From an optimization exercise on the open Yosys and OpenROAD flow, aimed at small area, a short achievable clock period and few clock cycles; shortcuts taken in it are not production practice.
The RTL was checked by simulation tests, not by an equivalence proof against the original design.
Power figures rest on the tool's default switching activity, not on a simulated workload.

File: design/flow/design.v
module EX#(parameter DATA_WIDTH = 16,
           parameter ADDR_WIDTH = 8,
           parameter IMM8_WIDTH = 8,
           parameter REG_WIDTH  = 4,
           parameter CV_WIDTH   = 11,
           parameter OP_WIDTH   = 4)
       (input clk,
        input rst,
        input[ADDR_WIDTH-1:0] PCE_i,
        input[DATA_WIDTH-1:0] r1_data_r_i,
        input[DATA_WIDTH-1:0] r2_data_r_i,
        input[IMM8_WIDTH-1:0] imm8E_i,
        input[REG_WIDTH-1:0] rsE_i,
        input[REG_WIDTH-1:0] rdE_i,
        input flush_EX_MEM_i,
        input stall_EX_MEM_i,
        input RegWriteE_i ,
        input[1:0] ALUopE_i ,
        input BranchE_i ,
        input MemReadE_i ,
        input RegDstE_i ,
        input MemWriteE_i ,
        input MemToRegE_i ,
        input MovE_i ,
        input FloatingE_i ,
        input jumpE_i,
        output[DATA_WIDTH-1:0] floating_din_1_o,
        output[DATA_WIDTH-1:0] floating_din_2_o,
        output reg[ADDR_WIDTH-1:0] PCM_o,
        output reg[DATA_WIDTH-1:0] WriteDataM_o,
        output reg[IMM8_WIDTH-1:0] imm8M_o,
        output reg[REG_WIDTH-1:0]  rsM_o,
        output reg[REG_WIDTH-1:0]  WriteRegM_o,
        output reg[DATA_WIDTH-1:0] alu_outM_o,
        output reg RegWriteM_o ,
        output reg BranchM_o ,
        output reg MemReadM_o ,
        output reg MemWriteM_o ,
        output reg MemToRegM_o ,
        output reg MovM_o,
        output reg jumpM_o,
        output reg FloatingE_o,
        input[DATA_WIDTH-1:0] WBResultM_i,
        input[DATA_WIDTH-1:0] ResultW_i,
        input[1:0] alu_src1_i,
        input[1:0] alu_src2_i);
reg[DATA_WIDTH-1:0] alu_in1;
reg[DATA_WIDTH-1:0] alu_in2;
wire[DATA_WIDTH-1:0] WriteDataE_w;
wire[DATA_WIDTH-1:0] WriteRegE_w;
reg[DATA_WIDTH-1:0] alu_w;
always @(*)
begin
    case(alu_src1_i)
        'd0:
        begin
            alu_in1 = r1_data_r_i;
        end
        'd1:
        begin
            alu_in1 = WBResultM_i;
        end
        'd2:
        begin
            alu_in1 = ResultW_i;
        end
        default:
        begin
            alu_in1 = r1_data_r_i;
        end
    endcase
end
always @(*)
begin
    case(alu_src2_i)
        'd0:
        begin
            alu_in2 = r2_data_r_i;
        end
        'd1:
        begin
            alu_in2 = WBResultM_i;
        end
        'd2:
        begin
            alu_in2 = ResultW_i;
        end
        default:
        begin
            alu_in2 = r2_data_r_i;
        end
    endcase
end
always @(*)
begin
    case(ALUopE_i)
        2'b00:
            alu_w = alu_in1 + alu_in2;
        2'b01:
            alu_w = alu_in1 - alu_in2;
        2'b10:
            alu_w = alu_in1 < alu_in2;
        default:
            alu_w = 2'd0;
    endcase
end
always @(posedge clk)
begin
    if(rst)
    begin
        PCM_o <= 'd0;
        WriteDataM_o<='d0;
        imm8M_o<='d0;
        rsM_o<='d0;
        WriteRegM_o<='d0;
        alu_outM_o<='d0;
        RegWriteM_o<='d0;
        BranchM_o<='d0;
        MemReadM_o<='d0;
        MemWriteM_o<='d0;
        MemToRegM_o<='d0;
        MovM_o<='d0;
        jumpM_o <= 'd0;
        FloatingE_o <= 'd0;
    end
    else if(flush_EX_MEM_i)
    begin
        PCM_o <= 'd0;
        WriteDataM_o<='d0;
        imm8M_o<= 'd15;
        rsM_o<= 'd15;
        WriteRegM_o<= 'd15;
        alu_outM_o<= 'd15;
        RegWriteM_o<='d0;
        BranchM_o<='d0;
        MemReadM_o<='d0;
        MemWriteM_o<='d0;
        MemToRegM_o<='d0;
        MovM_o<='d0;
        jumpM_o <= 'd0;
        FloatingE_o <= 'd0;
    end
    else if(stall_EX_MEM_i)
    begin
        PCM_o <= PCM_o;
        WriteDataM_o        <=  WriteDataM_o;
        imm8M_o             <=  imm8M_o;
        rsM_o               <=  rsM_o;
        WriteRegM_o         <=  WriteRegM_o;
        alu_outM_o          <=  alu_outM_o;
        RegWriteM_o         <=  RegWriteM_o;
        BranchM_o           <=  BranchM_o;
        MemReadM_o          <=  MemReadM_o;
        MemWriteM_o         <=  MemWriteM_o;
        MemToRegM_o         <=  MemToRegM_o;
        MovM_o              <=  MovM_o;
        jumpM_o <= jumpM_o;
        FloatingE_o <= FloatingE_o;
    end
    else
    begin
        PCM_o <= PCE_i;
        WriteDataM_o        <=  WriteDataE_w;
        imm8M_o             <=  imm8E_i;
        rsM_o               <=  rsE_i;
        WriteRegM_o         <=  WriteRegE_w;
        alu_outM_o          <=  alu_w;
        RegWriteM_o         <=  RegWriteE_i;
        BranchM_o           <=  BranchE_i;
        MemReadM_o          <=  MemReadE_i;
        MemWriteM_o         <=  MemWriteE_i;
        MemToRegM_o         <=  MemToRegE_i;
        MovM_o              <=  MovE_i;
        jumpM_o <= jumpE_i;
        FloatingE_o <= FloatingE_i;
    end
end
assign WriteDataE_w = alu_in1;
assign WriteRegE_w  = RegDstE_i ? rsE_i : rdE_i;
endmodule
module hazardUnit#(parameter REG_WIDTH = 4)
       (
           input  clk,
           input  rst,
           input[REG_WIDTH-1:0] rsE        ,
           input[REG_WIDTH-1:0] rtE        ,
           input RegWriteD  ,
           input RegWriteM  ,
           input RegWriteW  ,
           input R_type     ,
           input[REG_WIDTH-1:0] WriteRegM  ,
           input[REG_WIDTH-1:0] WriteRegW  ,
           input[REG_WIDTH-1:0] rsM        ,
           input[REG_WIDTH-1:0] rsD        ,
           input[REG_WIDTH-1:0] rtD        ,
           input MemReadE   ,
           input MemWriteM  ,
           input MemReadW   ,
           input PCSrc      ,
           input jump       ,
           output reg[1:0] alu_src1,
           output reg[1:0] alu_src2,
           output reg      mem_src,
           output reg      flushEX_MEM,
           output reg      flushIF_ID,
           output reg      pcstall,
           output reg      flushID_EX,
           output reg      IF_IDstall,
           output reg      ID_EXstall,
           output reg      EX_MEMstall,
           output reg      MEM_WBstall);
reg branch_hazard_flag_w;
reg branch_hazard_flag_r;
wire branch_flush_flag = branch_hazard_flag_w ;
reg[2:0] flush_cnt;
wire flush_done_flag  = (flush_cnt == 'd3);
always @(*)
begin
    if((rsE == WriteRegM) && (RegWriteM == 1) && (MemReadE != 1))
    begin
        alu_src1 = 2'b01;
    end
    else if ((rsE == WriteRegW) && (RegWriteW == 1) && (MemReadE != 1))
    begin
        alu_src1 = 2'b10;
    end
    else
    begin
        alu_src1 = 2'b00;
    end
end
always @(*)
begin
    if((rtE == WriteRegM) && (RegWriteM == 1) && (MemReadE != 1))
    begin
        alu_src2 = 2'b01;
    end
    else if ((rtE == WriteRegW) && (RegWriteW == 1) && (MemReadE != 1))
    begin
        alu_src2 = 2'b10;
    end
    else
    begin
        alu_src2 = 2'b00;
    end
end
always @(*)
begin
    if((rsM == WriteRegW) && (MemReadW == 1) && (MemWriteM == 1))
    begin
        mem_src = 1'b1;
    end
    else
    begin
        mem_src = 1'b0;
    end
end
always @(*)
begin
    if(((((rsD == rsE) || (rtD == rsE)) && (MemReadE == 1)) && (R_type == 1)) || (branch_flush_flag))
    begin
        IF_IDstall  = 1'b0;
        ID_EXstall  = 1'b0;
        EX_MEMstall = 1'b0;
        MEM_WBstall = 1'b0;
        pcstall     = 1'b1;
        flushID_EX   = 1'b1;
    end
    else
    begin
        IF_IDstall  = 1'b0;
        ID_EXstall  = 1'b0;
        EX_MEMstall = 1'b0;
        MEM_WBstall = 1'b0;
        pcstall     = 1'b0;
        flushID_EX   = 1'b0;
    end
end
always @(*)
begin
    if(jump==1)
    begin
        flushIF_ID  = 1'b1;
        flushEX_MEM = 1'b0;
    end
    else if(branch_flush_flag)
    begin
        flushIF_ID  = 1'b1;
        flushEX_MEM = 1'b1;
    end
    else
    begin
        flushIF_ID  = 1'b0;
        flushEX_MEM = 1'b0;
    end
end
always @(posedge clk)
begin
    if(rst)
    begin
        flush_cnt <= 3'd0;
    end
    else if(branch_hazard_flag_r || branch_hazard_flag_w)
    begin
        flush_cnt <= flush_cnt + 3'd1;
    end
    else if(flush_done_flag)
    begin
        flush_cnt <= 3'd0;
    end
    else
    begin
        flush_cnt <= flush_cnt;
    end
end
always @(posedge clk)
begin
    branch_hazard_flag_r <= rst ? 1'd0 : branch_hazard_flag_w;
end
always @(*)
begin
    if(rst)
    begin
        branch_hazard_flag_w = 1'b0;
    end
    else if(PCSrc)
    begin
        branch_hazard_flag_w = 1'd1;
    end
    else if(flush_done_flag)
    begin
        branch_hazard_flag_w = 1'b0;
    end
    else
    begin
        branch_hazard_flag_w = branch_hazard_flag_r;
    end
end
endmodule
module ID#(parameter DATA_WIDTH = 16,
           parameter ADDR_WIDTH = 8,
           parameter IMM8_WIDTH = 8,
           parameter REG_WIDTH  = 4,
           parameter CV_WIDTH   = 11,
           parameter OP_WIDTH   = 4)
       (input rst,
        input clk,
        input[ADDR_WIDTH-1:0] PCD_i,
        input[DATA_WIDTH-1:0] instruction_mem_rD_i,
        input flush_ID_EX_i,
        input stall_ID_EX_i,
        output[REG_WIDTH-1:0] reg_file_r1,
        output[REG_WIDTH-1:0] reg_file_r2,
        output[REG_WIDTH-1:0]  rsD ,
        output[REG_WIDTH-1:0]  rtD ,
        output[REG_WIDTH-1:0]  rdD ,
        output RegWrite_o,
        output R_type    ,
        output reg[REG_WIDTH-1:0]  rtE,
        output reg[REG_WIDTH-1:0]  rsE,
        output reg[REG_WIDTH-1:0]  rdE,
        output reg[ADDR_WIDTH-1:0] PCE,
        output reg[IMM8_WIDTH-1:0] imm8D,
        output Stop,
        output reg RegWriteE,
        output reg[1:0] ALUopE,
        output reg BranchE,
        output reg MemReadE,
        output reg RegDstE,
        output reg MemWriteE,
        output reg MemToRegE,
        output reg MovE,
        output reg FloatingE,
        output reg jumpE
       );
assign  rsD     = instruction_mem_rD_i[11:8];
assign  rtD     = instruction_mem_rD_i[7:4];
assign  rdD     = instruction_mem_rD_i[3:0];
wire[IMM8_WIDTH-1:0] imm8D_w = instruction_mem_rD_i[7:0];
wire[OP_WIDTH-1:0]   opcode = instruction_mem_rD_i[15:12];
wire[1:0] ALUop;
wire RegWrite;
wire Branch;
wire MemRead;
wire RegDst;
wire MemWrite;
wire MemToReg;
wire Mov;
wire Floating;
wire Jump;
assign reg_file_r1 = rsD;
assign reg_file_r2 = rtD;
CTR ctr(.opcode_i(opcode),
        .RegWrite(RegWrite),
        .ALUop(ALUop),
        .Branch(Branch),
        .MemRead(MemRead),
        .RegDst(RegDst),
        .MemWrite(MemWrite),
        .Jump(Jump),
        .MemToReg(MemToReg),
        .Mov(Mov),
        .Floating(Floating),
        .Stop(Stop),
        .R_type(R_type));
assign RegWrite_o = RegWrite;
always @(posedge clk)
begin: ID_EX
    if(rst)
    begin
        PCE   <= PCD_i;
        RegWriteE <= 'd0;
        ALUopE <= 'd0;
        BranchE <= 'd0;
        MemReadE <= 'd0;
        RegDstE <= 'd0;
        MemWriteE <= 'd0;
        MemToRegE <= 'd0;
        MovE <= 'd0;
        FloatingE <= 'd0;
        rtE <= 'd15;
        rsE <= 'd15;
        rdE <= 'd15;
        imm8D<= 'd250;
        jumpE <= 'd0;
    end
    else if(stall_ID_EX_i)
    begin
        PCE   <= PCE;
        RegWriteE <= RegWriteE;
        ALUopE <= ALUopE;
        BranchE <= BranchE;
        MemReadE <= MemReadE;
        RegDstE <= RegDstE;
        MemWriteE <= MemWriteE;
        MemToRegE <= MemToRegE;
        MovE <= MovE;
        FloatingE <= FloatingE;
        rtE <= rtE;
        rsE <= rsE;
        rdE <= rdE;
        imm8D<= imm8D;
        jumpE <= jumpE;
    end
    else if(flush_ID_EX_i)
    begin
        PCE   <= 'd0;
        RegWriteE <= 'd0;
        ALUopE <= 'd0;
        BranchE <= 'd0;
        MemReadE <= 'd0;
        RegDstE <= 'd0;
        MemWriteE <= 'd0;
        MemToRegE <= 'd0;
        MovE <= 'd0;
        FloatingE <= 'd0;
        rtE <= 'd0;
        rsE <= 'd0;
        rdE <= 'd0;
        imm8D<='d0;
        jumpE <= 'd0;
    end
    else
    begin
        PCE   <= PCD_i;
        RegWriteE <= RegWrite;
        ALUopE <= ALUop;
        BranchE <= Branch;
        MemReadE <= MemRead;
        RegDstE <= RegDst;
        MemWriteE <= MemWrite;
        MemToRegE <= MemToReg;
        MovE <= Mov;
        FloatingE <= Floating;
        rtE <= rtD;
        rsE <= rsD;
        rdE <= rdD;
        imm8D<=imm8D_w;
        jumpE <= Jump;
    end
end
endmodule
module CTR#(parameter OP_WIDTH = 4,
            parameter CV_WIDTH = 12)
       (input [OP_WIDTH-1:0] opcode_i,
        output RegWrite ,
        output[1:0] ALUop ,
        output Branch ,
        output MemRead ,
        output RegDst ,
        output MemWrite ,
        output Jump ,
        output MemToReg ,
        output Mov ,
        output Floating ,
        output Stop,
        output R_type);
localparam ADD =    4'b0010 ;
localparam SW =     4'b0001 ;
localparam LW =     4'b0000 ;
localparam SUB =    4'b0100 ;
localparam MOV =    4'b0011 ;
localparam JMPZ =   4'b0101 ;
localparam STOP =   4'b0111 ;
localparam ADDF =   4'b1000 ;
localparam MULTF =  4'b1001 ;
localparam NOP =    4'b1111 ;
localparam SLT =    4'b1010 ;
localparam JUMP =   4'b0110 ;
wire _ADD_       = opcode_i == ADD;
wire _SW_        = opcode_i == SW;
wire _LW_        = opcode_i == LW;
wire _SUB_       = opcode_i == SUB;
wire _MOV_       = opcode_i == MOV;
wire _JMPZ_      = opcode_i == JMPZ;
wire _STOP_      = opcode_i == STOP;
wire _ADDF_      = opcode_i == ADDF;
wire _MULTF_     = opcode_i == MULTF;
wire _NOP_       = opcode_i == NOP;
wire _SLT_       = opcode_i == SLT;
wire _JUMP_      = opcode_i == JUMP;
assign R_type    = _ADD_ || _SUB_ || _MULTF_ || _NOP_ || _STOP_ || _JMPZ_ || _SLT_;  
localparam ADD_CV   =       12'b100000000000;
localparam SW_CV    =       12'b000000100000;
localparam LW_CV    =       12'b100011001000;
localparam SUB_CV   =       12'b101000000000;
localparam MOV_CV   =       12'b100001000100;
localparam JMPZ_CV  =       12'b000100000000;
localparam STOP_CV  =       12'b000000000001;
localparam ADDF_CV  =       12'b100000000010;
localparam MULTF_CV =       12'b100000000010;
localparam NOP_CV   =       12'b000000000000;
localparam SLT_CV   =       12'b110000000000;
localparam JUMP_CV  =       12'b000000010000;
reg[CV_WIDTH-1:0] control_vector;
always @(*)
begin
    case(opcode_i)
        ADD:
        begin
            control_vector = ADD_CV;
        end
        SW:
        begin
            control_vector = SW_CV;
        end
        LW:
        begin
            control_vector = LW_CV;
        end
        SUB:
        begin
            control_vector = SUB_CV;
        end
        MOV:
        begin
            control_vector = MOV_CV;
        end
        JMPZ:
        begin
            control_vector = JMPZ_CV;
        end
        STOP:
        begin
            control_vector = STOP_CV;
        end
        ADDF:
        begin
            control_vector = ADDF_CV;
        end
        MULTF:
        begin
            control_vector = MULTF_CV;
        end
        NOP:
        begin
            control_vector = NOP_CV;
        end
        JUMP:
        begin
            control_vector = JUMP_CV;
        end
        SLT:
        begin
            control_vector = SLT_CV;
        end
        default:
        begin
            control_vector = NOP;
        end
    endcase
end
assign {RegWrite,ALUop[1:0],Branch,MemRead,RegDst,MemWrite,Jump,MemToReg,Mov,Floating,Stop} = control_vector;
endmodule
module IF#(parameter DATA_WIDTH = 16,
           parameter ADDR_WIDTH = 8)
       (input rst,
        input clk,
        input jump_i,
        input PC_src_i,
        input start,
        input[ADDR_WIDTH-1:0] branchAddr_i,
        input[ADDR_WIDTH-1:0] jumpAddr_i,
        input flushIF_ID_i,
        input stallIF_ID_i,
        input stallPC_i,
        output[ADDR_WIDTH-1:0]  im_addr_o,
        output                  im_rd_o,
        output reg[ADDR_WIDTH-1:0] PCD_IF_ID_rd_o,
        output reg processor_status_r_o,
        output[ADDR_WIDTH-1:0] PC);
reg[ADDR_WIDTH-1:0] pc_rd;
reg[ADDR_WIDTH-1:0] pc_wr;
wire[ADDR_WIDTH-1:0] PCF;
always @(posedge clk)
begin
    processor_status_r_o <= (rst) ? 1'b0 : (start ? 1'b1 :processor_status_r_o);
end
always @(posedge clk)
begin
    pc_rd <= rst ? 'd0 : pc_wr;
end
always @(*)
begin
    if(stallPC_i)
    begin
        pc_wr = pc_rd;
    end
    else if(PC_src_i)
    begin
        pc_wr = branchAddr_i;
    end
    else if(jump_i)
    begin
        pc_wr = jumpAddr_i;
    end
    else if(processor_status_r_o)
    begin
        pc_wr = PCF;
    end
    else
    begin
        pc_wr = pc_rd;
    end
end
assign PCF = pc_rd + 8'b1;
assign PC  = pc_rd;
assign im_addr_o = pc_rd;
assign im_rd_o   = 1'b1;
always @(posedge clk)
begin
    if(rst)
    begin
        PCD_IF_ID_rd_o <= 8'd0;
    end
    else if(stallIF_ID_i)
    begin
        PCD_IF_ID_rd_o <= PCD_IF_ID_rd_o;
    end
    else if(flushIF_ID_i)
    begin
        PCD_IF_ID_rd_o <= 8'd0;
    end
    else
    begin
        PCD_IF_ID_rd_o <= PCF;
    end
end
endmodule
module MEM #(parameter DATA_WIDTH = 16,
             parameter ADDR_WIDTH = 8,
             parameter IMM8_WIDTH = 8,
             parameter REG_WIDTH  = 4,
             parameter CV_WIDTH   = 11,
             parameter OP_WIDTH   = 4)
       (input clk,
        input rst,
        input[ADDR_WIDTH-1:0] PCM_i,
        input[DATA_WIDTH-1:0] alu_outM_i,
        input[DATA_WIDTH-1:0] WriteDataM_i,
        input[IMM8_WIDTH-1:0] imm8M_i,
        input[REG_WIDTH-1:0] rsM_i,
        input[REG_WIDTH-1:0] WriteRegM_i,
        input stall_MEM_WB_i,
        input MemSrc_i,
        input RegWriteM_i,
        input BranchM_i,
        input MemReadM_i,
        input MemWriteM_i,
        input MemToRegM_i,
        input MovM_i,
        input jumpM_i,
        input FloatingM_i,
        input[DATA_WIDTH-1:0] floating_Result_i,
        input[DATA_WIDTH-1:0] ResultW_i,
        output[ADDR_WIDTH-1:0] branchAddr_o,
        output[ADDR_WIDTH-1:0] jumpAddr_o,
        output jumpM_o,
        output[DATA_WIDTH-1:0] WBResultM_w,
        output reg[DATA_WIDTH-1:0] WBResultM_o,
        output reg[REG_WIDTH-1:0] WriteRegM_o,
        output reg RegWriteM_o ,
        output reg MemToRegM_o ,
        output reg MemReadM_o,
        output dm_rd,
        output dm_wr,
        output[ADDR_WIDTH-1:0] MemAddr_o,
        output[DATA_WIDTH-1:0] WriteDataM_o,
        output PC_src_o
       );
assign PC_src_o = ((WriteDataM_o == 'd0) && (BranchM_i) );
assign jumpM_o = jumpM_i;
assign branchAddr_o = imm8M_i;
assign jumpAddr_o   = imm8M_i;
assign  dm_wr = MemWriteM_i;
assign  dm_rd = MemReadM_i;
assign  MemAddr_o = imm8M_i;
assign WriteDataM_o = MemSrc_i ?  ResultW_i : WriteDataM_i ;
wire[DATA_WIDTH-1:0] sign_extended_val = {{8{imm8M_i[7]}},imm8M_i[7:0]};
assign WBResultM_w = MovM_i ? sign_extended_val : (FloatingM_i ? floating_Result_i:alu_outM_i);
always @(posedge clk)
begin
    if(rst)
    begin
        RegWriteM_o <= 'd0;
        MemToRegM_o <= 'd0;
        WBResultM_o <= 'd0;
        WriteRegM_o <= 'd0;
        MemReadM_o  <= 'd0;
    end
    else if(stall_MEM_WB_i)
    begin
        RegWriteM_o <= RegWriteM_o;
        MemToRegM_o <= MemToRegM_o;
        WBResultM_o <= WBResultM_o;
        WriteRegM_o <= WriteRegM_o;
        MemReadM_o  <= MemReadM_o;
    end
    else
    begin
        RegWriteM_o <= RegWriteM_i;
        MemToRegM_o <= MemToRegM_i;
        WBResultM_o <= WBResultM_w;
        WriteRegM_o <= WriteRegM_i;
        MemReadM_o  <= MemReadM_i;
    end
end
endmodule
module reg_file #(
parameter  DEPTH = 4,
parameter  ADDR = 2,
parameter  WIDTH = 8)
(
input     rst,
input     clk,
input     w_en,                    
input     [ADDR-1:0]    w_addr,    
input     r1_en,                   
input     r2_en,                   
input     [ADDR-1:0]    r1_addr,   
input     [ADDR-1:0]    r2_addr,   
input     [WIDTH-1:0]   w_data,    
output reg   [WIDTH-1:0]   r1_data,   
output reg   [WIDTH-1:0]   r2_data    
);
reg [WIDTH-1:0]    rf[0:DEPTH-1];
always @(posedge clk)
begin
  r1_data <= (r1_en) ? rf[r1_addr] : {(WIDTH){1'b0}};
  r2_data <= (r2_en) ? rf[r2_addr] : {(WIDTH){1'b0}};
end
always@(negedge clk)  
begin: rf_block
  integer i;
  if(rst)
     for(i=0; i<DEPTH; i=i+1)
           rf[i] <= {(WIDTH){1'b0}};
  else if(w_en)
           rf[w_addr] <= w_data;
end
endmodule
module WB #(parameter DATA_WIDTH = 16,
            parameter ADDR_WIDTH = 8,
            parameter IMM8_WIDTH = 8,
            parameter REG_WIDTH  = 4,
            parameter CV_WIDTH   = 11,
            parameter OP_WIDTH   = 4
           )(input clk,
             input rst,
             input[DATA_WIDTH-1:0] WBResultW_i,
             input[REG_WIDTH-1:0] WriteRegW_i,
             input  RegWriteW_i,
             input  MemToRegW_i,
             output RegWriteW_o,
             input[DATA_WIDTH-1:0] memData_r_i,
             output[DATA_WIDTH-1:0] ResultW_o,
             output[REG_WIDTH-1:0] WriteRegW_o
             );
assign ResultW_o = MemToRegW_i ? memData_r_i : WBResultW_i;
assign WriteRegW_o = WriteRegW_i;
assign RegWriteW_o = RegWriteW_i;
endmodule
module pipelinedPS#(parameter OP_WIDTH  = 4,
                    parameter CV_WIDTH  = 10,
                    parameter HZ_CV_WIDTH  = 10,
                    parameter STATES_WIDTH  = 15,
                    parameter ADDR_WIDTH  = 8,
                    parameter DATA_WIDTH  = 16,
                    parameter REG_WIDTH   = 4,
                    parameter IMM8_WIDTH  = 8,
                    parameter REG_NUM     = 16)
       (
           input  clk,
           input  rst,
           input  start,                   
           output reg stop_o,              
           input   [DATA_WIDTH-1:0]  im_r_data,       
           output  [ADDR_WIDTH-1:0]  im_addr,         
           output  [ADDR_WIDTH-1:0] dm_addr,          
           output  dm_wr,                  
           input  [DATA_WIDTH-1:0] dm_r_data,        
           output [DATA_WIDTH-1:0] dm_w_data         
       );
wire[OP_WIDTH-1:0] opcode;
wire RegWriteD; 
wire RegWriteE,BranchE,MemReadE,RegDstE,MemWriteE,MemToRegE ,MovE,FloatingE,jumpE; 
wire[1:0] ALUopE;
wire RegWriteM,BranchM,MemReadM,MemWriteM,MemToRegM ,MovM,jumpM; 
wire RegWriteW,MemToRegW; 
wire[1:0] alu_src1,alu_src2;
wire mem_src,flushEX_MEM,flushIF_ID,pcstall,flushID_EX ,IF_IDstall ,ID_EXstall ,EX_MEMstall,MEM_WBstall ;
wire[REG_WIDTH-1:0] rsI,rtI;
wire R_type;
wire[ADDR_WIDTH-1:0] PCD;
wire[ADDR_WIDTH-1:0] PC;
wire[REG_WIDTH-1:0] rsD,rtD,rdD;
wire[REG_WIDTH-1:0] rf_r1_addr,rf_r2_addr;
wire[DATA_WIDTH-1:0] rf_r1_data,rf_r2_data;
wire[ADDR_WIDTH-1:0]PCE;
wire[REG_WIDTH-1:0] rtE,rsE,rdE;
wire[IMM8_WIDTH-1:0] imm8E;
wire[ADDR_WIDTH-1:0] PCM;
wire[DATA_WIDTH-1:0] WriteDataM;
wire[IMM8_WIDTH-1:0] imm8M;
wire[REG_WIDTH-1:0] rsM;
wire[REG_WIDTH-1:0] WriteRegM;
wire[DATA_WIDTH-1:0] alu_outM;
wire[DATA_WIDTH-1:0] WBResultM;
wire[DATA_WIDTH-1:0] WBResultM_w;
wire MemReadW;
wire PC_src;
wire[ADDR_WIDTH-1:0] branchAddr;
wire[ADDR_WIDTH-1:0] jumpAddr;
wire jumpM_f;
wire[DATA_WIDTH-1:0] ResultW;
wire[REG_WIDTH-1:0]  WriteRegW;
wire[REG_WIDTH-1:0] WriteRegW_rf;
wire RegWriteW_rf;  
wire stop_wr;
always @(posedge clk )
begin
    stop_o <= rst ? 0 : stop_wr;
end
reg[DATA_WIDTH-1:0] instruction_pipe;
reg[DATA_WIDTH-1:0] dm_data_pipe;
hazardUnit#(
              .REG_WIDTH   ( REG_WIDTH )
          )u_hazardUnit(
              .clk         ( clk         ),
              .rst         ( rst         ),
              .rsE         ( rsE         ),
              .rtE         ( rtE         ),
              .RegWriteM   ( RegWriteM   ),
              .RegWriteW   ( RegWriteW   ),
              .WriteRegM   ( WriteRegM   ),
              .WriteRegW   ( WriteRegW   ),
              .rsM         ( rsM         ),
              .rsD         ( rsD         ),
              .rtD         ( rtD         ),
              .MemReadE    ( MemReadE    ),
              .RegWriteD   ( RegWriteD   ),
              .R_type      ( R_type      ),
              .PCSrc       ( PC_src       ),
              .jump        ( jumpM_f      ),
              .alu_src1    ( alu_src1    ),
              .alu_src2    ( alu_src2    ),
              .mem_src     ( mem_src     ),
              .flushEX_MEM ( flushEX_MEM ),
              .flushIF_ID  ( flushIF_ID  ),
              .pcstall     ( pcstall     ),
              .MemReadW    ( MemReadW    ),
              .MemWriteM   ( MemWriteM   ),
              .flushID_EX  ( flushID_EX  ),
              .IF_IDstall  ( IF_IDstall  ),
              .ID_EXstall  ( ID_EXstall  ),
              .EX_MEMstall ( EX_MEMstall ),
              .MEM_WBstall ( MEM_WBstall )
          );
IF#(
      .DATA_WIDTH   ( DATA_WIDTH ),
      .ADDR_WIDTH   ( ADDR_WIDTH )
  )u_IF(
      .rst          ( rst          ),
      .clk          ( clk          ),
      .start(start),
      .jump_i       ( jumpM_f    ),
      .PC_src_i     ( PC_src     ),
      .branchAddr_i ( branchAddr ),
      .jumpAddr_i   ( jumpAddr   ),
      .im_addr_o    ( im_addr    ),
      .im_rd_o      (            ),
      .PCD_IF_ID_rd_o ( PCD ),
      .flushIF_ID_i ( flushIF_ID ),
      .stallIF_ID_i ( IF_IDstall ),
      .PC(PC),
      .stallPC_i    ( pcstall    )
  );
always @(negedge clk)
begin
    instruction_pipe <= (rst || flushIF_ID) ? 16'b1111_0000_0000_0000 : im_r_data;
end
ID#(
      .DATA_WIDTH           ( DATA_WIDTH ),
      .ADDR_WIDTH           ( ADDR_WIDTH ),
      .IMM8_WIDTH           ( IMM8_WIDTH ),
      .REG_WIDTH            ( REG_WIDTH ),
      .CV_WIDTH             ( CV_WIDTH ),
      .OP_WIDTH             ( OP_WIDTH )
  )u_ID(
      .rst                  ( rst                  ),
      .clk                  ( clk                  ),
      .PCD_i                ( PCD             ),
      .instruction_mem_rD_i ( instruction_pipe     ),
      .flush_ID_EX_i        ( flushID_EX           ),
      .stall_ID_EX_i        ( ID_EXstall           ),
      .reg_file_r1          ( rf_r1_addr          ),
      .reg_file_r2          ( rf_r2_addr          ),
      .rsD                  ( rsD                  ),
      .rtD                  ( rtD                  ),
      .Stop                 ( stop_wr              ),
      .rtE                  ( rtE                  ),
      .rsE                  ( rsE                  ),
      .rdE                  ( rdE                  ),
      .PCE                  ( PCE                  ),
      .imm8D                ( imm8E                ),
      .RegWriteE            ( RegWriteE            ),
      .ALUopE               ( ALUopE               ),
      .BranchE              ( BranchE              ),
      .MemReadE             ( MemReadE             ),
      .RegDstE              ( RegDstE              ),
      .MemWriteE            ( MemWriteE            ),
      .MemToRegE            ( MemToRegE            ),
      .MovE                 ( MovE                 ),
      .FloatingE            ( FloatingE            ),
      .jumpE                ( jumpE                ),
      .RegWrite_o(RegWriteD),
      .R_type(R_type)
  );
reg_file#(
            .DEPTH   ( REG_NUM ),
            .ADDR    ( REG_WIDTH ),
            .WIDTH   ( DATA_WIDTH )
        )u_reg_file(
            .rst     ( rst     ),
            .clk     ( clk     ),
            .r1_en   ( 1'b1   ),
            .r2_en   ( 1'b1   ),
            .r1_addr ( rf_r1_addr ),
            .r2_addr ( rf_r2_addr ),
            .w_data  ( ResultW    ),
            .w_addr  ( WriteRegW_rf  ),
            .w_en    ( RegWriteW_rf  ),
            .r1_data ( rf_r1_data ),
            .r2_data ( rf_r2_data )
        );
EX#(
      .DATA_WIDTH     ( DATA_WIDTH ),
      .ADDR_WIDTH     ( ADDR_WIDTH ),
      .IMM8_WIDTH     ( IMM8_WIDTH ),
      .REG_WIDTH      ( REG_WIDTH ),
      .CV_WIDTH       ( CV_WIDTH ),
      .OP_WIDTH       ( OP_WIDTH )
  )u_EX(
      .clk            ( clk            ),
      .rst            ( rst            ),
      .PCE_i          ( PCE          ),
      .r1_data_r_i    ( rf_r1_data    ),
      .r2_data_r_i    ( rf_r2_data    ),
      .imm8E_i        ( imm8E        ),
      .rsE_i          ( rsE          ),
      .rdE_i          ( rdE          ),
      .floating_din_1_o(),
      .floating_din_2_o(),
      .flush_EX_MEM_i ( flushEX_MEM ),
      .stall_EX_MEM_i ( EX_MEMstall ),
      .RegWriteE_i    ( RegWriteE    ),
      .ALUopE_i       ( ALUopE       ),
      .BranchE_i      ( BranchE      ),
      .MemReadE_i     ( MemReadE     ),
      .RegDstE_i      ( RegDstE      ),
      .MemWriteE_i    ( MemWriteE    ),
      .MemToRegE_i    ( MemToRegE    ),
      .MovE_i         ( MovE         ),
      .FloatingE_i    ( FloatingE    ),
      .jumpE_i        ( jumpE        ),
      .PCM_o          ( PCM          ),
      .WriteDataM_o   ( WriteDataM   ),
      .imm8M_o        ( imm8M        ),
      .rsM_o          ( rsM          ),
      .WriteRegM_o    ( WriteRegM    ),
      .RegWriteM_o    ( RegWriteM    ),
      .alu_outM_o     ( alu_outM     ),
      .BranchM_o      ( BranchM      ),
      .MemReadM_o     ( MemReadM     ),
      .MemWriteM_o    ( MemWriteM    ),
      .MemToRegM_o    ( MemToRegM    ),
      .MovM_o         ( MovM         ),
      .jumpM_o        ( jumpM        ),
      .WBResultM_i    ( WBResultM_w  ),
      .ResultW_i      ( ResultW      ),
      .alu_src1_i     ( alu_src1     ),
      .alu_src2_i     ( alu_src2     )
  );
MEM#(
       .DATA_WIDTH     ( DATA_WIDTH ),
       .ADDR_WIDTH     ( ADDR_WIDTH ),
       .IMM8_WIDTH     ( IMM8_WIDTH ),
       .REG_WIDTH      ( REG_WIDTH ),
       .CV_WIDTH       ( CV_WIDTH ),
       .OP_WIDTH       ( OP_WIDTH )
   )u_MEM(
       .clk            ( clk            ),
       .rst            ( rst            ),
       .PCM_i          ( PCM          ),
       .alu_outM_i     ( alu_outM     ),
       .WriteDataM_i   ( WriteDataM   ),
       .imm8M_i        ( imm8M        ),
       .rsM_i          ( rsM          ),
       .stall_MEM_WB_i ( MEM_WBstall   ),
       .MemSrc_i       ( mem_src       ),
       .WriteRegM_i    ( WriteRegM    ),
       .RegWriteM_i    ( RegWriteM    ),
       .MemReadM_o     ( MemReadW     ),
       .ResultW_i      ( ResultW      ),
       .BranchM_i      ( BranchM      ),
       .MemToRegM_i    ( MemToRegM    ),
       .MovM_i         ( MovM         ),
       .jumpM_i        ( jumpM        ),
       .FloatingM_i    ( 1'b0         ),
       .floating_Result_i ( {DATA_WIDTH{1'b0}} ),
       .branchAddr_o   ( branchAddr   ),
       .PC_src_o       ( PC_src       ),
       .jumpAddr_o     ( jumpAddr     ),
       .WBResultM_w    ( WBResultM_w  ),
       .WBResultM_o    ( WBResultM    ),
       .WriteRegM_o    ( WriteRegW    ),
       .RegWriteM_o    ( RegWriteW    ),
       .MemToRegM_o    ( MemToRegW    ),
       .jumpM_o        ( jumpM_f      ),
       .MemWriteM_i    ( MemWriteM    ),
       .MemReadM_i     ( MemReadM     ),
       .dm_rd          (              ),
       .dm_wr          ( dm_wr        ),
       .MemAddr_o      ( dm_addr      ),
       .WriteDataM_o   ( dm_w_data    )
   );
always @(posedge clk)
begin
    dm_data_pipe <= rst ? 'd0 : dm_r_data;  
end
WB#(
      .DATA_WIDTH   ( DATA_WIDTH ),
      .ADDR_WIDTH   ( ADDR_WIDTH ),
      .IMM8_WIDTH   ( IMM8_WIDTH ),
      .REG_WIDTH    ( REG_WIDTH  ),
      .CV_WIDTH     ( CV_WIDTH   ),
      .OP_WIDTH     ( OP_WIDTH   )
  )u_WB(
      .clk          ( clk          ),
      .rst          ( rst          ),
      .WBResultW_i  ( WBResultM  ),
      .WriteRegW_i  ( WriteRegW  ),
      .RegWriteW_i  ( RegWriteW  ),
      .MemToRegW_i  ( MemToRegW  ),
      .RegWriteW_o  ( RegWriteW_rf  ),
      .memData_r_i  ( dm_data_pipe  ),
      .ResultW_o    ( ResultW       ),
      .WriteRegW_o  ( WriteRegW_rf  )
  );
endmodule
File: design/flow/run.sh
#!/bin/bash
# synth_recipe.tcl (not shown) runs the flow's synth.tcl, then flattens the netlist and writes it again
# the make line also repeats each setting of config.mk as NAME=value (left out here)
make -C /OpenROAD-flow-scripts/flow DESIGN_CONFIG=/design/flow/config.mk WORK_HOME=/design/flow/orfs CLKGATE_MAP_FILE= SYNTH_SCRIPT=/design/flow/synth_recipe.tcl finish
File: design/flow/config.mk
export PLATFORM = sky130hd
export DESIGN_NAME = pipelinedPS
export DESIGN_NICKNAME = pipelinedPS
export VERILOG_FILES = /design/flow/design.v
export SDC_FILE = /design/flow/constraint.sdc
export NUM_CORES = 4
export LEC_CHECK = 0
export CAP_MARGIN = 20
export CORE_MARGIN = 2
export CORE_UTILIZATION = 40
export SLEW_MARGIN = 20
File: design/flow/constraint.sdc
create_clock -name core_clock -period 6.0 [get_ports {clk}]
set_input_delay 1.2000 -clock core_clock [delete_from_list [all_inputs] [get_ports {clk}]]
set_output_delay 1.2000 -clock core_clock [all_outputs]
set_load 0.01 [all_outputs]
==> results of run 1 <==
==> stage by stage <==
stage          util, %  area, um2
3_5_place_dp      44.1      23300
5_1_grt           49.4      26100
2_1_floorplan        -      21500
3_3_place_gp      44.1      23300
6_report          49.4      26100
4_1_cts           49.4      26100
==> path summary, 6_finish.rpt <==
path / cells after the start / end / slack (ns) / start
worst max-delay path: 12 / u_ID.ctr.control_vector[11]$_DFF_N_ / 0.42 / u_MEM.MemToRegM_o$_SDFF_PP0_
worst min-delay path: 1 / u_EX.BranchM_o$_SDFF_PP0_ / 0.42 / u_ID.BranchE$_SDFF_PP0_
worst max register to register: 12 / u_ID.ctr.control_vector[11]$_DFF_N_ / 0.42 / u_MEM.MemToRegM_o$_SDFF_PP0_
worst min register to register: 1 / u_EX.BranchM_o$_SDFF_PP0_ / 0.42 / u_ID.BranchE$_SDFF_PP0_
==> flip-flops by register name (all words and copies together), names as in the netlist, 11 cells and up <==
register                 cells
u_MEM.WBResultM_o           16
instruction_pipe            16
u_ID.ctr.control_vector     11
u_EX.alu_outM_o             16
u_reg_file.r2_data          16
dm_data_pipe                16
u_reg_file.rf              256
u_EX.WriteDataM_o           16
u_reg_file.r1_data          16
==> power by group through the flow <==
stage                     clock network [mW]  registers, mW  logic (mW)
final                                   3.94           3.52        1.16
after floorplan                        0.281           3.52       0.754
after global placement                 0.281           3.56        1.14
after detailed placement               0.281           3.57        1.15
after CTS                               4.04           3.52        1.16
after global routing                    4.29           3.53        1.25
==> layout make-up <==
class | instances | area share [%]
inverters | 51 | 0.733
flip-flops and latches | 447 | 44.1
clock inverters | 314 | 5.44
multi-input cells | 1142 | 35.6
clock buffers | 60 | 5.22
well taps | 688 | 3.30
repair buffers | 144 | 5.59
==> logic make-up (layout without fill, tap and decap cells) <==
logic type               count (synthesis)  in the layout  synth area share [%]
AND/OR/NAND/NOR                        654            654                  13.6
flip-flops                             447            447                  53.6
multiplexers                           215            215                  19.4
AO/OA/AOI/OAI                          194            194                  5.92
buffers and inverters                  185            569                  3.50
XOR/XNOR                                40             40                  1.63
adder cells (fa/ha/maj)                 39             39                  2.34
==> cell usage after synthesis, drive strengths merged (8+ instances only) <==
library cell  count
edfxtp          256
a211oi            8
and3             19
nand3            27
buf              41
mux2i            51
nor3             23
clkbuf           92
nor2            332
and2             40
nor4             13
mux4            160
inv              50
xor2             18
ha               37
nand2           128
o21ai            61
o211ai           22
a21oi            49
dfxtp           191
o31ai             9
xnor2            22
nand2b           12
nor2b            36
==> layer usage <==
layer	up-vias	wire [um]	GRT usage (%)
li1	7137	-	-
met1	7741	25200	28.2
met2	598	28600	34.5
met3	67	4810	5.48
met4	2	1010	7.62
met5	-	13	0
==> metrics.csv, run 1 <==
metric,value,unit
drt-pass1-iter-count,5,
hold_ws,0.425,ns
ys_types,72,
synth_warnings,8,
worst_pin_slew,1.08,ns
grt_remaining_overflow,0,
routed_via_density,5.46,
cts_buffers,50,
leakage,10.5,nW
drive_above_1_share,16.7,%
cts_tree,built,
cap_violations,0,
grt_max_degree,69,
cts_root_buf,clkbuf_16,
worst-path-max-fanout,20,
switching_share,29.4,%
syn_inst,1774,
grt_pass1_wl,91.2,mm
pre_cts_ws,0.0504,ns
synth_edf_count,256,
initial_core_util,40.6,%
clock_sinks,447,
clk_latency,0.65,ns
dieWidth,236,um
synthFlopType,edfxtp_1,
end_kind,register,
yosys.area.top_type,edfxtp_1,
multiInputGateArea,9300,um2
place_congestion,0.904,
relSlewSlack,27.8,%
fin_ws,0.422,ns
die-height,236,um
synth_top_cell_area_share,35.8,%
ys_ff_latch,447,
io_pins,69,
crit_required,3.54,ns
post_cts_buffers,0,
fin_setup_tns,0,ns
vias,15500,
p_seq_share,40.8,%
rsz0062_at_grt,false,
critPathSlowestCell,dfxtp_1,
routed_wl,59.6,mm
seqCellArea,11500,um2
track_usage,21.5,%
run_status,timing/DRC/antenna clean,
comb_power_share,13.5,%
avgSynthCellArea,12.1,um2
synth_area,21500,um2
critPathMaxStageDelay,0.35,ns
worstSetupStartpointType,register,
antennaDiodeCount,0,
fin_cells,2846,
antenna_found_initial,1,
fillers,4725,
hpwl,41.1,mm
synth.area.top_cells,"edfxtp_1 (36%), dfxtp_1 (18%), mux4_2 (17%)",
switchingPower,2.54,mW
area_delta_synth_final,21.6,%
final_common_cell,inv_1,
syn_nets,1848,
finalSetupViolations,0,
critical-path-top-delay-family,compound AO/OA/AOI/OAI gates,
arrival,3.12,ns
route.detailed.wl_per_inst,21.0,um
power_frac_clock,45.7,%
cp_num_buf_inv,2,
core-area,52900,um2
slew_violations,0,
drc,0,
clockBufferDepth,3,
internal_power,6.08,mW
finClkSkew,0.0652,ns
clkTransAtPathRegs,0.06,ns
first_global_vias,15900,
ant_nets,0,
cpMostUsedCell,a21oi_1,
min_path_type,reg -> reg,
drt_iter0_drc,1444,
power_density,330,nW/um2
htreeDepth,2,
row_count,84,
ir_drop,290,uV
port_buffers,68,
ys_seq_area_share,53.6,%
dp.cells,2473,
crit_type,reg -> reg,
die-area,55500,um2
ctsHoldBuffers,0,
nNetsFinal,2193,
p_total,8.62,mW
path_cells,buf_12 -> nor3_1 -> a21oi_1 -> a211oi_4 -> a221oi_4 -> nand3_2 -> nor2_1 -> inv_1 -> ha_1 -> a21oi_1 -> o21ai_0 -> a21oi_1,
cts_resized,0,
hold_viol_final,0,
async_flop_share,0,%
layout_common_cells,"inv_1 (338), nor2_1 (330), edfxtp_1 (256)",
Testbench counts, summed over its fixed seeds: cycles 83,267.
==> run 2: changes to the inputs <==
==> design/flow/design.v (replaced) <==
module pipelinedPS#(parameter OP_WIDTH  = 4,
                    parameter CV_WIDTH  = 10,
                    parameter HZ_CV_WIDTH  = 10,
                    parameter STATES_WIDTH  = 15,
                    parameter ADDR_WIDTH  = 8,
                    parameter DATA_WIDTH  = 16,
                    parameter REG_WIDTH   = 4,
                    parameter IMM8_WIDTH  = 8,
                    parameter REG_NUM     = 16)
       (
           input  clk,
           input  rst,
           input  start,
           output reg stop_o,
           input   [DATA_WIDTH-1:0]  im_r_data,
           output  [ADDR_WIDTH-1:0]  im_addr,
           output  [ADDR_WIDTH-1:0] dm_addr,
           output  dm_wr,
           input  [DATA_WIDTH-1:0] dm_r_data,
           output [DATA_WIDTH-1:0] dm_w_data
       );
reg  [7:0]  pc;         
reg         run;
reg         vE;
reg         weE, lwE, swE, jmpzE, jumpE;
reg  [1:0]  aluE;       
reg  [3:0]  rdE;
reg  [7:0]  immE;
reg  [15:0] aE, bE;
reg         gapE;       
reg         dsE;        
reg         weW;
reg  [3:0]  rdW;
reg  [15:0] valW;
reg  [15:0] rf [0:15];
wire [15:0] ins = im_r_data;
wire [3:0]  op  = ins[15:12];
wire [3:0]  rs  = ins[11:8];
wire [3:0]  rt  = ins[7:4];
wire [3:0]  rd  = ins[3:0];
wire vF = run | start;
wire f_lw    = (op == 4'b0000);
wire f_sw    = (op == 4'b0001);
wire f_add   = (op == 4'b0010);
wire f_mov   = (op == 4'b0011);
wire f_sub   = (op == 4'b0100);
wire f_jmpz  = (op == 4'b0101);
wire f_jump  = (op == 4'b0110);
wire f_stop  = (op == 4'b0111);
wire f_addf  = (op == 4'b1000);
wire f_multf = (op == 4'b1001);
wire f_slt   = (op == 4'b1010);
wire f_nop   = (op == 4'b1111);
wire f_we    = f_lw | f_add | f_mov | f_sub | f_addf | f_multf | f_slt;
wire f_rtype = f_add | f_sub | f_multf | f_nop | f_stop | f_jmpz | f_slt;
wire [3:0] f_rd = (f_lw | f_mov) ? rs : rd;
wire [1:0] f_alu = f_sub ? 2'd1 : f_slt ? 2'd2 : f_mov ? 2'd3 : 2'd0;
wire [15:0] sum  = aE + bE;
wire [15:0] diff = aE - bE;
reg  [15:0] aluout;
always @(*) begin
    case (aluE)
        2'd0: aluout = sum;
        2'd1: aluout = diff;
        2'd2: aluout = {15'd0, (aE < bE)};
        default: aluout = {{8{immE[7]}}, immE};
    endcase
end
wire e_skip = vE & jmpzE & (aE == 16'd0);    
wire e_jump = vE & jumpE & ~(f_lw & (rs == 4'd0));
wire gapF = (vE & lwE & f_rtype & ((rs == rdE) | (rt == rdE))) | (vE & dsE) | e_skip;
wire e_fwd_g = lwE & ~(f_addf & ~gapF);
wire [15:0] resE = e_fwd_g ? dm_r_data : aluout;
wire useW_lw = gapE | gapF;
wire hitE_a = vE & weE & (rdE == rs);
wire hitE_b = vE & weE & (rdE == rt);
wire hitW_a = weW & (rdW == rs);
wire hitW_b = weW & (rdW == rt);
reg [15:0] a_n, b_n;
always @(*) begin
    if (f_lw) begin
        a_n = (hitW_a & useW_lw) ? valW : rf[rs];
        b_n = (hitW_b & useW_lw) ? valW : rf[rt];
    end else begin
        a_n = hitE_a ? resE : hitW_a ? valW : rf[rs];
        b_n = hitE_b ? resE : hitW_b ? valW : rf[rt];
    end
end
wire [7:0] fa = e_skip ? pc + 8'd1 : pc;
assign im_addr = fa;
always @(posedge clk) begin
    if (rst) begin
        pc <= 8'd1;
        run <= 1'b0;
        stop_o <= 1'b0;
        vE <= 1'b0;
        weW <= 1'b0;
    end else begin
        if (vF)
            pc <= e_jump ? immE : fa + 8'd1;
        run <= vF & ~f_stop;
        stop_o <= vF & f_stop;
        vE <= vF;
        weW <= vE & weE;
    end
end
always @(posedge clk) begin
    weE   <= f_we;
    lwE   <= f_lw;
    swE   <= f_sw;
    jmpzE <= f_jmpz;
    jumpE <= f_jump;
    aluE  <= f_alu;
    rdE   <= f_rd;
    immE  <= ins[7:0];
    aE    <= a_n;
    bE    <= b_n;
    gapE  <= gapF;
    dsE   <= vE & jumpE;
    rdW   <= rdE;
    valW  <= lwE ? dm_r_data : aluout;
end
always @(posedge clk) begin: rf_write
    integer i;
    for (i = 0; i < 16; i = i + 1)
        if (rst)
            rf[i] <= 16'd0;
        else if (weW && rdW == i)
            rf[i] <= valW;
end
assign dm_addr   = immE;
assign dm_wr     = vE & swE;
assign dm_w_data = aE;
endmodule
--- a/design/flow/config.mk
+++ b/design/flow/config.mk
@@ -10,2 +10,3 @@
 export CORE_UTILIZATION = 40
+export SETUP_SLACK_MARGIN = 3.0
 export SLEW_MARGIN = 20
==> run 2 against run 1 <==
  * Still clean
  * Worst setup slack gained 2.0 ns
  * Total power shrank 30%
  * Synthesized area shrank 8.5%
  * Die area shrank 8.4%
  * First-iteration DRC count grew 120%
  * Non-clock buffer count grew 69
  * Flip-flop and latch count shrank 106
  * Worst hold slack lost 0.027 ns
==> metrics.csv, run 2 <==
metric,value,unit,change
avgSynthCellArea,7.52,um2,-38%
dieWidth,226,um,-4.3%
drt-pass1-iter-count,9,,+4
grt_max_degree,187,,+170%
drt_iter0_drc,3128,,+120%
finClkSkew,0.0221,ns,-0.0431 ns
synth_most_common_cell,nand2_1,,
relSlewSlack,15.5,%,-12 points
clk_latency,0.59,ns,-0.06 ns
antenna_found_initial,1,,unchanged
rsz0062_at_grt,true,,
route.detailed.wl_per_inst,31.3,um,+50%
io_pins,69,,unchanged
drive_above_1_share,16.5,%,-0.21 points
grt_pass1_wl,147,mm,+61%
finalSetupViolations,0,,unchanged
internal_power,4.18,mW,-31%
area_delta_synth_final,20.8,%,
comb_power_share,15.7,%,+2.2 points
hold_ws,0.398,ns,-0.0268 ns
end_kind,output pin,,
fin_ws,2.41,ns,+1.99 ns
final_core_util,48.7,%,-0.73 points
worstSetupStartpoint,aE[8]$_DFF_P_,,
crit_type,reg -> out,,
crit_required,4.80,ns,+1.26 ns
ir_drop,221,uV,-24%
worstSetupStartpointType,register,,
syn_inst,2610,,+47%
htreeDepth,2,,unchanged
power_frac_clock,41.9,%,-3.8 points
r2r_start,aE[8]$_DFF_P_,,
cts_root_buf,clkbuf_16,,
row_count,81,,-3.6%
power_density,255,nW/um2,-23%
ys_ff_latch,341,,-24%
ant_nets,0,,unchanged
clockBufferDepth,3,,unchanged
cap_violations,0,,unchanged
switchingPower,1.88,mW,-26%
grt_remaining_overflow,0,,unchanged
finalCritPeriodShare,59.8,%,
core-area,48700,um2,-7.8%
largest_reg_flops,256,,unchanged
clkTransAtPathRegs,0.06,ns,about the same
slew_violations,0,,unchanged
layout_common_cells,"nand2_1 (628), a21oi_1 (348), dfxtp_1 (328)",,
place_congestion,1.03,,+14%
fmax,279,MHz,
synth_warnings,2,,-6
cts_buffers,39,,-22%
regMostFlops,rf,,
min_from,rdE[3]$_DFF_P_,,
first_global_vias,20400,,+28%
pre_cts_ws,1.55,ns,+1.50 ns
initial_core_util,40.3,%,-0.33 points
synth_edf_count,0,,-100%
min_path_cells,0,,-1
ys_types,102,,+42%
vias,21500,,+39%
ys_seq_area_share,34.8,%,-19 points
synth_top_cell_area_share,34.8,%,-1.0 points
hold_viol_final,0,,unchanged
syn_nets,2680,,+45%
routed_via_density,6.46,,+18%
die-height,226,um,-4.3%
switching_share,31.0,%,+1.6 points
hpwl,72.0,mm,+75%
p_seq_share,42.4,%,+1.6 points
cts_tree,built,,
final_common_cell,nand2_1,,
worst-path-max-fanout,5,,-75%
nNetsFinal,2711,,+24%
leakage,8.19,nW,-22%
worst_pin_slew,1.26,ns,+0.180 ns
min_path_type,reg -> reg,,
arrival,2.39,ns,-0.73 ns
fin_setup_tns,0,ns,unchanged
ys_top_cells_by_count,"nand2_1 (633), a21oi_1 (351), dfxtp_1 (341), clkbuf_1 (150), nor2_1 (144)",,
synth_area,19600,um2,-8.5%
port_buffers,68,,unchanged
run_status,timing/DRC/antenna clean,,
clock_sinks,341,,-24%
drc,0,,unchanged
async_flop_share,0,%,unchanged
yosys.area.top_type,dfxtp_1,,
synthFlopType,dfxtp_1,,
period_needed,3.59,ns,
rr_worst_depth,23,,+11
routed_wl,105,mm,+75%
synth.area.top_cells,"dfxtp_1 (35%), nand2_1 (12%), a21oi_1 (8.9%)",,
track_usage,40.2,%,+19 points
die-area,50900,um2,-8.4%
==> run 2: cell count changes in the layout (fill, tap and decap cells not counted), moves of 141 or more <==
cell	delta
nand2_1	+507
a21oi_1	+300
inv_1	-291
edfxtp_1	-256
nor2_1	-195
mux4_2	-160
dfxtp_1	+141
==> run 2: kinds of logic after synthesis <==
family | Yosys count | synth area share (%)
DFF | 341 | 34.8
muxes | 96 | 5.14
xor gates and xnor gates | 36 | 1.61
and+or+nand+nor | 1035 | 23.9
AOI/OAI and AO/OA | 792 | 26.4
adders and majority gates | 35 | 2.31
buffers and inverters | 275 | 5.89
==> run 2: stage by stage <==
stage / power (mW) / cells / instance area (um2)
after global routing: 6.20 / 3335 / 23700
after CTS: 5.98 / 3320 / 23300
after detailed placement: 3.36 / 3194 / 20900
final: 6.06 / 3336 / 23700
after floorplan: 3.00 / 2610 / 19800
after global placement: 3.36 / 3192 / 20900
==> run 2: repair_timing <==
item                       CTS  global route
hold buffers                 0             0
gates cloned                 3             3
pin swaps                   35            23
resized for setup          193            66
setup endpoints to repair   56            52
setup buffers               52            12
==> run 2: worst paths after layout <==
| path | endpoint | slack (ns) |
|---|---|---|
| setup / recovery | im_addr[6] | 2.41 |
| hold / removal | rdW[3]$_DFF_P_ | 0.40 |
| setup reg to reg | pc[4]$_SDFFE_PP0N_ | 2.52 |
| hold reg to reg | rdW[3]$_DFF_P_ | 0.40 |
==> run 2: final cells by class <==
class,count,area [um2]
Antenna cell,1,2.50
Fill cell,4818,25000
Clock inverter,18,223
Clock buffer,53,1110
Sequential cell,341,6850
Inverter,51,208
Timing Repair Buffer,213,2030
Multi-Input combinational cell,1995,12500
Tap cell,664,831
==> run 2: per-layer routing <==
metal	global-route usage, %	up-vias	routed length [um]
met5	0	-	0
met4	25.6	0	7430
met3	8.34	388	10300
met2	63.7	1426	46400
met1	49.8	10400	40500
li1	-	9365	-
==> run 2: critical path, cell delays in order, from the launching register on <==
cell and delay (ns):
dfxtp_4 0.36, nor4_4 0.44, nand3b_4 0.16, buf_8 0.16, nor4_4 0.27, xnor2_1 0.23, buf_2 0.20
==> run 2: power groups by stage <==
| stage | Combinational [mW] | Sequential [mW] | Clock [mW] |
|---|---|---|---|
| 5_1_grt | 0.987 | 2.57 | 2.64 |
| 4_1_cts | 0.874 | 2.55 | 2.56 |
| 3_5_place_dp | 0.762 | 2.60 | 0 |
| 6_report | 0.950 | 2.57 | 2.54 |
| 2_1_floorplan | 0.590 | 2.41 | 0 |
| 3_3_place_gp | 0.762 | 2.60 | 0 |
Testbench counts of run 2, summed over its fixed seeds: cycles 65,245.
==> run 3: changes to the inputs <==
--- a/design/flow/config.mk
+++ b/design/flow/config.mk
@@ -7,2 +7,3 @@
 export LEC_CHECK = 0
+export ABC_CLOCK_PERIOD_IN_PS = 2500
 export CAP_MARGIN = 20
==> run 3 against run 2 <==
  * Via count is the same
  * Still clean on timing, DRC and antenna
  * Critical endpoint unchanged
  * Highest routed layer unchanged
  * Worst hold slack unchanged
  * Critical path type unchanged
  * Non-clock buffer count did not move
==> metrics.csv, run 3 <==
metric,value,unit,change
min_from,rdE[3]$_DFF_P_,,
fmax,279,MHz,unchanged
clk_latency,0.59,ns,about the same
slew_violations,0,,unchanged
hold_ws,0.398,ns,unchanged
power_density,255,nW/um2,unchanged
syn_inst,2610,,unchanged
rsz0062_at_grt,true,,
cts_tree,built,,
final_core_util,48.7,%,unchanged
core-area,48700,um2,unchanged
syn_nets,2680,,unchanged
worstSetupStartpointType,register,,
worstReg2RegEnd,pc[4]$_SDFFE_PP0N_,,
regMostFlops,rf,,
vias,21500,,unchanged
critPathMaxStageDelay,0.44,ns,about the same
worst-path-max-fanout,5,,unchanged
synth_top_cell_area_share,34.8,%,unchanged
hpwl,72.0,mm,unchanged
clkTransAtPathRegs,0.06,ns,about the same
dp.cells,3194,,unchanged
comb_power_share,15.7,%,about the same
ys_types,102,,unchanged
grt_remaining_overflow,0,,unchanged
die-area,50900,um2,unchanged
rr_worst_depth,23,,unchanged
drc,0,,unchanged
worst_pin_slew,1.26,ns,unchanged
holdPathEnd,rdW[3]$_DFF_P_,,
ir_drop,221,uV,unchanged
path_cells,nor4_4 -> nand3b_4 -> buf_8 -> nor4_4 -> xnor2_1 -> buf_2,,
internal_power,4.18,mW,unchanged
routed_wl,105,mm,unchanged
p_seq_share,42.4,%,about the same
io_pins,69,,unchanged
hold_viol_final,0,,unchanged
grt_max_degree,187,,unchanged
fin_ws,2.41,ns,unchanged
cpMostUsedCell,nor4_4,,
htreeDepth,2,,unchanged
route.detailed.wl_per_inst,31.3,um,unchanged
die-height,226,um,unchanged
ant_nets,0,,unchanged
pre_cts_ws,1.55,ns,unchanged
min_path_type,reg -> reg,,
track_usage,40.2,%,unchanged
grt_pass1_wl,147,mm,unchanged
synth.area.top_cells,"dfxtp_1 (35%), nand2_1 (12%), a21oi_1 (8.9%)",,
fin_setup_tns,0,ns,unchanged
synthFlopType,dfxtp_1,,
power_frac_clock,41.9,%,about the same
ctsHoldBuffers,0,,unchanged
finalSetupViolations,0,,unchanged
layout_common_cells,"nand2_1 (628), a21oi_1 (348), dfxtp_1 (328)",,
critPathSlowestCell,nor4_4,,
min_path_cells,0,,unchanged
cap_violations,0,,unchanged
fin_area,23700,um2,unchanged
dieWidth,226,um,unchanged
clock_sinks,341,,unchanged
p_total,6.06,mW,unchanged
nNetsFinal,2711,,unchanged
largest_reg_flops,256,,unchanged
first_global_vias,20400,,unchanged
antenna_found_initial,1,,unchanged
area_delta_synth_final,20.8,%,unchanged
synth_edf_count,0,,unchanged
switching_share,31.0,%,unchanged
relSlewSlack,15.5,%,unchanged
drt_iter0_drc,3128,,unchanged
yosys.area.top_type,dfxtp_1,,
ys_seq_area_share,34.8,%,unchanged
synth_area,19600,um2,unchanged
row_count,81,,unchanged
drt-pass1-iter-count,9,,unchanged
crit_required,4.80,ns,about the same
place_congestion,1.03,,unchanged
crit_type,reg -> out,,
cts_buffers,39,,unchanged
cts_root_buf,clkbuf_16,,
synth_warnings,2,,unchanged
clockBufferDepth,3,,unchanged
switchingPower,1.88,mW,unchanged
dpl_cell_area,20900,um2,unchanged
finalCritPeriodShare,59.8,%,unchanged
routed_via_density,6.46,,unchanged
ys_ff_latch,341,,unchanged
drive_above_1_share,16.5,%,unchanged
run_status,timing/DRC/antenna clean,,
synth_most_common_cell,nand2_1,,
r2r_start,aE[8]$_DFF_P_,,
avgSynthCellArea,7.52,um2,unchanged
rrSetupSlack,2.52,ns,about the same
arrival,2.39,ns,about the same
async_flop_share,0,%,unchanged
period_needed,3.59,ns,unchanged
initial_core_util,40.3,%,unchanged
fin_cells,3336,,unchanged
leakage,8.19,nW,unchanged
port_buffers,68,,unchanged
final_common_cell,nand2_1,,
finClkSkew,0.0221,ns,unchanged
end_kind,output pin,,
ys_top_cells_by_count,"nand2_1 (633), a21oi_1 (351), dfxtp_1 (341), clkbuf_1 (150), nor2_1 (144)",,
[run 3: cell counts after synthesis]
Identical to the previous run, type by type.
[run 3: worst max path at each step]
stage | from | end | slack [ns] | depth (start not counted)
6_report | aE[8]$_DFF_P_ | im_addr[6] | 2.41 | 6
3_3_place_gp | im_r_data[7] | bE[15]$_DFF_P_ | 1.48 | 9
3_5_place_dp | im_r_data[5] | bE[14]$_DFF_P_ | 1.55 | 9
5_1_grt | aE[8]$_DFF_P_ | im_addr[6] | 2.40 | 6
4_1_cts | aE[8]$_DFF_P_ | im_addr[7] | 2.41 | 6
2_1_floorplan | im_r_data[12] | aE[3]$_DFF_P_ | 2.98 | 10
[run 3: routing by layer]
| layer | global-route usage [%] | share of wire [%] |
|---|---|---|
| met5 | 0 | 0 |
| met4 | 25.6 | 7.1 |
| met3 | 8.34 | 9.8 |
| met2 | 63.7 | 44 |
| met1 | 49.8 | 39 |
[run 3: worst max-delay path, delay by kind of cell (launching register included)]
kind,cells,cell delay [ns]
xor gates and xnor gates,1,0.23
DFF,1,0.36
and+or+nand+nor,3,0.87
buffers and inverters,2,0.36
[run 3: area by class of cell]
| cell class | instances | area, um2 |
|---|---|---|
| Clock buffer | 53 | 1110 |
| Sequential cell | 341 | 6850 |
| Inverter | 51 | 208 |
| Antenna cell | 1 | 2.50 |
| Multi-Input combinational cell | 1995 | 12500 |
| Fill cell | 4818 | 25000 |
| Tap cell | 664 | 831 |
| Clock inverter | 18 | 223 |
| Timing Repair Buffer | 213 | 2030 |
[run 3: kinds of logic (layout without fill, tap and decap cells)]
group	count (synthesis)	in the layout	synth area share, %
DFF	341	341	34.8
other	0	1	0
xor gates and xnor gates	36	36	1.61
adders and majority gates	35	35	2.31
and+or+nand+nor	1035	1035	23.9
buffers and inverters	275	335	5.89
muxes	96	96	5.14
AOI/OAI and AO/OA	792	793	26.4
[run 3: power groups by stage]
stage                     combinational (mW)  sequential [mW]  clock (mW)
after floorplan                        0.590             2.41           0
after detailed placement               0.762             2.60           0
after CTS                              0.874             2.55        2.56
final                                  0.950             2.57        2.54
after global routing                   0.987             2.57        2.64
after global placement                 0.762             2.60           0
[run 3: timing repair]
action                                  in CTS  in global routing
pin swaps                                   35                 23
endpoints found under the setup margin      56                 52
hold endpoints to repair                     0                  0
setup buffers                               52                 12
resized for setup                          193                 66
gates cloned                                 3                  3
==> run 4: changes to the inputs <==
--- a/design/flow/config.mk
+++ b/design/flow/config.mk
@@ -7,3 +7,2 @@
 export LEC_CHECK = 0
-export ABC_CLOCK_PERIOD_IN_PS = 2500
 export CAP_MARGIN = 20
@@ -11,3 +10,2 @@
 export CORE_UTILIZATION = 40
-export SETUP_SLACK_MARGIN = 3.0
 export SLEW_MARGIN = 20
==> run 4 against run 3 <==
  * Worst setup slack got worse by 1.2 ns
  * Cell count fell by 2.1%
  * Worst hold slack improved by 0.011 ns
  * Clock power rose by 3%
  * Synthesized area did not move
  * Combinational power fell by 16%
  * Total power fell by 1.5%
  * Non-clock buffer count fell by 66
  * Flip-flop and latch count did not move
  * Register-to-register slack got worse by 0.08 ns
  * Critical endpoint is now im_addr[7]
==> metrics.csv, run 4 <==
metric,value,unit,change
run_status,timing/DRC/antenna clean,,
fmax,210,MHz,-25%
finalSetupViolations,0,,unchanged
routed_wl,101,mm,-3.8%
drc,0,,unchanged
antenna_found_initial,2,,+1
critPathMaxStageDelay,0.60,ns,+0.16 ns
synthFlopType,dfxtp_1,,
synth_most_common_cell,nand2_1,,
min_path_type,reg -> reg,,
regMostFlops,rf,,
clock_sinks,341,,unchanged
ctsHoldBuffers,0,,unchanged
arrival,3.55,ns,+1.16 ns
avgSynthCellArea,7.52,um2,unchanged
die-area,50900,um2,unchanged
fin_area,22200,um2,-6.4%
synth_edf_count,0,,unchanged
worst-path-max-fanout,10,,+5
cts_resized,0,,-100%
ys_top_cells_by_count,"nand2_1 (633), a21oi_1 (351), dfxtp_1 (341), clkbuf_1 (150), nor2_1 (144)",,
final_common_cell,nand2_1,,
leakage,7.54,nW,-7.9%
routed_via_density,6.39,,-1.0%
dieWidth,226,um,unchanged
htreeDepth,2,,unchanged
syn_nets,2680,,unchanged
cap_violations,0,,unchanged
first_global_vias,19600,,-3.9%
drive_above_1_share,9.42,%,-7.1 points
syn_inst,2610,,unchanged
clkTransAtPathRegs,0.06,ns,about the same
route.detailed.wl_per_inst,30.8,um,-1.7%
initial_core_util,40.3,%,unchanged
hpwl,70.0,mm,-2.8%
dpl_cell_area,20800,um2,-0.33%
drt-pass1-iter-count,7,,-2
worstSetupStartpoint,aE[8]$_DFF_P_,,
cts_buffers,40,,+2.6%
cts_tree,built,,
crit_required,4.80,ns,about the same
min_from,rdE[3]$_DFF_P_,,
vias,20900,,-3.1%
post_cts_buffers,0,,-100%
row_count,81,,unchanged
fin_setup_tns,0,ns,unchanged
worst_pin_slew,1.28,ns,+0.0122 ns
drt_iter0_drc,2994,,-4.3%
die-height,226,um,unchanged
finalCritPeriodShare,79.2,%,+19 points
synth_warnings,2,,unchanged
synth.area.top_cells,"dfxtp_1 (35%), nand2_1 (12%), a21oi_1 (8.9%)",,
area_delta_synth_final,13.1,%,
place_congestion,1.01,,-1.7%
clk_latency,0.57,ns,-0.02 ns
largest_reg_flops,256,,unchanged
io_pins,69,,unchanged
end_kind,output pin,,
grt_pass1_wl,142,mm,-3.3%
ys_seq_area_share,34.8,%,unchanged
synth_top_cell_area_share,34.8,%,unchanged
ir_drop,227,uV,+3.0%
worstSetupStartpointType,register,,
layout_common_cells,"nand2_1 (631), a21oi_1 (351), dfxtp_1 (341)",,
slew_violations,0,,unchanged
critPathSlowestCell,clkdlybuf4s50_1,,
path_cells,nor4_2 -> nand3b_2 -> or2_1 -> nor4_4 -> xor2_1 -> clkdlybuf4s50_1,,
nNetsFinal,2645,,-2.4%
core-area,48700,um2,unchanged
r2r_start,aE[6]$_DFF_P_,,
synth_area,19600,um2,unchanged
ys_ff_latch,341,,unchanged
clockBufferDepth,3,,unchanged
grt_remaining_overflow,0,,unchanged
yosys.area.top_type,dfxtp_1,,
rsz0062_at_grt,false,,
ant_nets,0,,unchanged
finClkSkew,0.0185,ns,-0.00359 ns
hold_ws,0.409,ns,+0.0106 ns
cts_root_buf,clkbuf_16,,
ys_types,102,,unchanged
track_usage,38.9,%,-1.3 points
port_buffers,68,,unchanged
period_needed,4.75,ns,+1.17 ns
hold_viol_final,0,,unchanged
relSlewSlack,14.8,%,-0.71 points
async_flop_share,0,%,unchanged
power_density,268,nW/um2,+5.2%
crit_type,reg -> out,,
grt_max_degree,141,,-25%
-- run 4: metal layers --
metal	global-route usage [%]	vias up	routed length (um)
met5	0	-	26
met4	22.8	4	6810
met3	8.18	346	9960
met2	61.4	1313	44400
met1	49.0	9999	39400
li1	-	9218	-
-- run 4: worst paths after layout --
check / end / slack [ns] / cells after the start
setup / recovery: im_addr[7] / 1.25 / 6
hold / removal: rdW[3]$_DFF_P_ / 0.41 / 0
setup reg to reg: bE[15]$_DFF_P_ / 2.44 / 9
hold reg to reg: rdW[3]$_DFF_P_ / 0.41 / 0
-- run 4: layout make-up --
cell class	instances	area, um2
diodes	1	2.50
clock buffers	57	1180
clock inverters	11	194
fillers	4931	26500
inverters	51	191
multi-input cells	1994	11700
flip-flops and latches	341	6830
well taps	664	831
repair buffers	147	1250
-- run 4: worst max-delay path: cells and delay by family (launching register included) --
family	cells	cell delay, ns
simple gates	4	1.65
buf+inv	1	0.60
flops	1	0.41
xor+xnor	1	0.30
-- run 4: per-stage QoR --
stage | setup slack [ns] | utilization [%] | total power, mW | cells
3_3_place_gp | 1.57 | 42.7 | 3.37 | 3197
5_1_grt | 1.20 | 45.6 | 6.11 | 3265
6_report | 1.25 | 45.6 | 5.96 | 3266
2_1_floorplan | 2.86 | - | 3.00 | 2610
4_1_cts | 1.24 | 45.6 | 5.95 | 3265
3_5_place_dp | 1.56 | 42.8 | 3.37 | 3197
-- run 4: report_power, final --
part | internal, mW | switching [mW] | leakage, nW
Sequential | 2.33 | 0.231 | 2.77
Combinational | 0.272 | 0.524 | 4.11
Clock | 1.58 | 1.04 | 0.671
Total | 4.17 | 1.79 | 7.54
-- run 4: cells by family after synthesis --
kind of cell	after synthesis	synth area share (%)
adders and majority gates	35	2.31
and+or+nand+nor	1035	23.9
buffers and inverters	275	5.89
DFF	341	34.8
muxes	96	5.14
AOI/OAI and AO/OA	792	26.4
xor gates and xnor gates	36	1.61

what the ideal ports hide:
No port has a modelled driver above. Below, the same layouts with a new extraction and two added sets of constraints.
Step 1 sets driving cells, clkbuf_16 on the clock port and buf_2 on the other inputs (assumed; they add their load-dependent delay and slew).
Step 2 also shifts input and output timing later by t, the mid clock arrival at the registers, as if the neighbouring blocks saw the same clock.
a / b / c = no drivers / after step 1 / after step 2; a / b = the first two.
run | t (ns) | setup WS [ns] | latest minus earliest clock arrival (ns)
run 2 | 0.641 | 2.414 / 2.351 / 2.203 | 0.026 / 0.025
run 3 | 0.641 | 2.414 / 2.351 / 2.203 | 0.026 / 0.025
run 4 | 0.629 | 1.248 / 1.187 / 1.258 | 0.029 / 0.029
After both steps setup and hold are still met in every run listed.
